Source: an optimization exercise on an open RTL-to-GDS flow (aim: small area and a short achievable clock period). Production flows keep margins and buffers that such runs may drop. Function was checked by simulation only, so behaviour that the tests miss may differ from the original.

==> maple: inputs <==
Design SCPU_TOP, start of the top module:
module SCPU_TOP(
    input clk,
    input rstn,
    input run,                    
    input hold,                   
    output [5:0]pc,               
    input [31:0]instr,            
    input [4:0]dbg_reg_addr,      
    output [31:0]dbg_reg_data,
    input [2:0]dbg_dm_addr,       
    output [7:0]dbg_dm_data
    );
Settings: LEC_CHECK=0, CAP_MARGIN=20, CELL_PAD_IN_SITES_DETAIL_PLACEMENT=2, CELL_PAD_IN_SITES_GLOBAL_PLACEMENT=4, CORE_MARGIN=2, CORE_UTILIZATION=20, CTS_BUF_LIST=sky130_fd_sc_hd__clkbuf_8, PLACE_DENSITY=0.3, SETUP_SLACK_MARGIN=5, SLEW_MARGIN=20, TNS_END_PERCENT=0; clock period 12.0 ns.
standard.sh (not shown) runs the stock make flow with config.mk's settings and CLKGATE_MAP_FILE= SYNTH_SCRIPT=/design/flow/synth_recipe.tcl, a recipe that flattens the netlist after the stock synthesis.
==> flow/flow/run.sh <==
#!/bin/bash
# Standard ORFS flow, except that the combinational logic of the standard
# synthesis is re-mapped by ABC (flow/remap.abc) before floorplanning.
# Registers (instances, names, cell types) are left exactly as the
# standard synthesis made them.
set -euo pipefail
R=orfs/results/sky130hd/SCPU_TOP/base
O=orfs/objects/sky130hd/SCPU_TOP/base
LIB=$FLOW_HOME/platforms/sky130hd/lib/sky130_fd_sc_hd__tt_025C_1v80.lib

# 1. standard synthesis
bash standard.sh synth > synth_std.log 2>&1

# 2. re-map the combinational cells
python3 flow/mkcells.py $LIB comb_cells.v > mkcells.log 2>&1
DU=""
for c in probe_p_8 probec_p_8 lpflow_bleeder_1 lpflow_clkbufkapwr_1 lpflow_clkbufkapwr_16 \
    lpflow_clkbufkapwr_2 lpflow_clkbufkapwr_4 lpflow_clkbufkapwr_8 lpflow_clkinvkapwr_1 \
    lpflow_clkinvkapwr_16 lpflow_clkinvkapwr_2 lpflow_clkinvkapwr_4 lpflow_clkinvkapwr_8 \
    lpflow_decapkapwr_12 lpflow_decapkapwr_3 lpflow_decapkapwr_4 lpflow_decapkapwr_6 \
    lpflow_decapkapwr_8 lpflow_inputiso0n_1 lpflow_inputiso0p_1 lpflow_inputiso1n_1 \
    lpflow_inputiso1p_1 lpflow_inputisolatch_1 lpflow_isobufsrc_1 lpflow_isobufsrc_16 \
    lpflow_isobufsrc_2 lpflow_isobufsrc_4 lpflow_isobufsrc_8 lpflow_isobufsrckapwr_16 \
    lpflow_lsbuf_lh_hl_isowell_tap_1 lpflow_lsbuf_lh_hl_isowell_tap_2 \
    lpflow_lsbuf_lh_hl_isowell_tap_4 lpflow_lsbuf_lh_isowell_4 lpflow_lsbuf_lh_isowell_tap_1 \
    lpflow_lsbuf_lh_isowell_tap_2 lpflow_lsbuf_lh_isowell_tap_4; do
  DU="$DU -dont_use sky130_fd_sc_hd__$c"
done
cp $R/1_2_yosys.v synth_std.v
cat > remap.ys <<EOY
read_liberty -lib $LIB
read_verilog -overwrite comb_cells.v
read_verilog synth_std.v
hierarchy -check -top $FLOW_TOP
flatten
opt -purge
techmap
opt -fast -purge
abc -script flow/remap.abc -liberty $LIB $DU -constr $O/abc.constr -D 4000
opt_clean -purge
setundef -zero
splitnets
opt_clean -purge
hilomap -singleton -hicell sky130_fd_sc_hd__conb_1 HI -locell sky130_fd_sc_hd__conb_1 LO
insbuf -buf sky130_fd_sc_hd__buf_4 A X
read_liberty -lib -ignore_redef $LIB
check -assert -mapped
stat -liberty $LIB
write_verilog -noattr -nohex -nodec remapped.v
EOY
yosys -l remap.log -s remap.ys > /dev/null 2>&1
cp remapped.v $R/1_2_yosys.v
rm -f $R/1_synth.odb $R/1_synth.sdc

# 3. the rest of the standard flow
bash standard.sh "BUFFER_PORTS_ARGS=-buffer_cell sky130_fd_sc_hd__buf_4" finish > flow_std.log 2>&1
==> flow/flow/mkcells.py <==
# Writes Verilog models of the liberty's combinational cells (from their
# "function" attributes), so Yosys can re-map the synthesized logic.
import re, sys
txt = open(sys.argv[1]).read()
out = []
for c in re.split(r'\n\s*cell\s*\(', txt)[1:]:
    name = re.match(r'\s*"?(\w+)"?\s*\)', c).group(1)
    if re.search(r'\bff\s*\(|\blatch\s*\(|statetable', c):
        continue
    ins, outs, ok = [], [], True
    for pm in re.finditer(r'pin\s*\(\s*"?(\w+)"?\s*\)\s*\{', c):
        pn, start = pm.group(1), pm.end()
        nxt = c.find('pin (', start)
        chunk = c[start: nxt if nxt > 0 else len(c)]
        d = re.search(r'direction\s*:\s*"?(\w+)"?', chunk)
        if not d:
            continue
        if d.group(1) == 'input':
            ins.append(pn)
        elif d.group(1) == 'output':
            f = re.search(r'function\s*:\s*"([^"]*)"', chunk)
            if not f:
                ok = False
                break
            outs.append((pn, f.group(1)))
        else:
            ok = False
            break
    if not ok or not outs:
        continue
    def conv(f):
        f = f.replace('!', '~').replace('+', '|').replace('*', '&')
        f = re.sub(r'\)\s*\(', ')&(', f)
        f = re.sub(r'(\w)\s+(?=[\w(~])', r'\1&', f)
        return f
    s = 'module %s(%s);\n' % (name, ', '.join(ins + [o for o, _ in outs]))
    for i in ins:
        s += '  input %s;\n' % i
    for o, f in outs:
        s += '  output %s;\n  assign %s = %s;\n' % (o, o, conv(f))
    out.append(s + 'endmodule\n')
open(sys.argv[2], 'w').write('\n'.join(out))
==> flow/flow/remap.abc <==
&get -n
&st
&dch
&nf -p
&put
buffer -c
topo
stime -c
upsize -c
dnsize -c
==> inputs of quartz, as changes to maple <==
CELL_PAD_IN_SITES_DETAIL_PLACEMENT = 1   (was 2)
CELL_PAD_IN_SITES_GLOBAL_PLACEMENT = 2   (was 4)
CORE_UTILIZATION = 25   (was 20)
PLACE_DENSITY = 0.33   (was 0.3)
==> inputs of ember, as changes to maple <==
==> flow/run.sh (new file) <==
#!/bin/bash
# synth_recipe.tcl (not shown) runs the flow's synth.tcl, then flattens the netlist and writes it again
# the make line also repeats each setting of config.mk as NAME=value (left out here)
make -C /OpenROAD-flow-scripts/flow DESIGN_CONFIG=/design/flow/config.mk WORK_HOME=/design/flow/orfs CLKGATE_MAP_FILE= SYNTH_SCRIPT=/design/flow/synth_recipe.tcl finish
CELL_PAD_IN_SITES_DETAIL_PLACEMENT = 1   (was 2)
CELL_PAD_IN_SITES_GLOBAL_PLACEMENT = 2   (was 4)
CORE_UTILIZATION = 25   (was 20)
CTS_BUF_LIST = default   (was sky130_fd_sc_hd__clkbuf_8)
PLACE_DENSITY = 0.33   (was 0.3)
removed: flow/flow/run.sh
removed: flow/flow/mkcells.py
removed: flow/flow/remap.abc
removed: flow/standard.sh
==> metrics.yaml <==
status: "complete, no violations"
finalWorstSetupSlack_ns: 4.44
syn2layout_area_growth_pct: 34.3
antenna_found_initial: 111
p_leak_nw: 28.3
cellInternalPower_mw: 6.57
grt_pass1_wl_mm: 815
crit_slowest_cell: "a222oi_1"
grt_use_met3_pct: 11.3
comb_power_share_pct: 9.1
That was maple.
==> metrics.yaml <==
status: "complete, no violations"
path_common_cell: "nor2_1"
antenna_found_initial: 100
p_leak_nw: 27.0
tns_ns: 0
syn2layout_area_growth_pct: 29.1
grt_pass1_wl_mm: 743
track_usage_pct: 47.1
cellInternalPower_mw: 6.26
That was quartz.
==> metrics.yaml <==
ant_nets: 8
syn2layout_area_growth_pct: 29.3
cellInternalPower_mw: 7.07
so_faults: "antenna violations"
antenna_found_initial: 179
status: "complete, but fails checks"
finalWorstSetupSlack_ns: 4.05
crit_slowest_cell: "and2_1"
path_class: "in -> reg"
grt_pass1_wl_mm: 872
grt_use_met3_pct: 25.6
That was ember.

## separate check: timing with driven ports
In the flow no input, the clock included, has a driving cell. The finished layouts below were timed again as built, in two steps.
Step 1, drivers: a clkbuf_16 drives clk and a buf_2 each remaining input, both assumed.
Step 2, shift: input delay + t, output delay - t, t = (earliest + latest rising clock arrival at the registers) / 2. This alone moves slack from input paths to output paths.
Three values: ideal, step 1, step 2; two values: the first two.
run	t, ns	slack for setup (ns)	latest minus earliest clock arrival (ns)	cell pins on the clock port's net
maple	1.161	4.440 / 4.372 / 3.215	0.179 / 0.179	1
quartz	1.140	4.495 / 4.413 / 3.409	0.094 / 0.095	1
ember	0.977	4.048 / 3.850 / 2.874	0.091 / 0.091	1
The setup slack of maple, which loses most, moves by -0.068 ns with the drivers and by -1.225 ns with both steps.
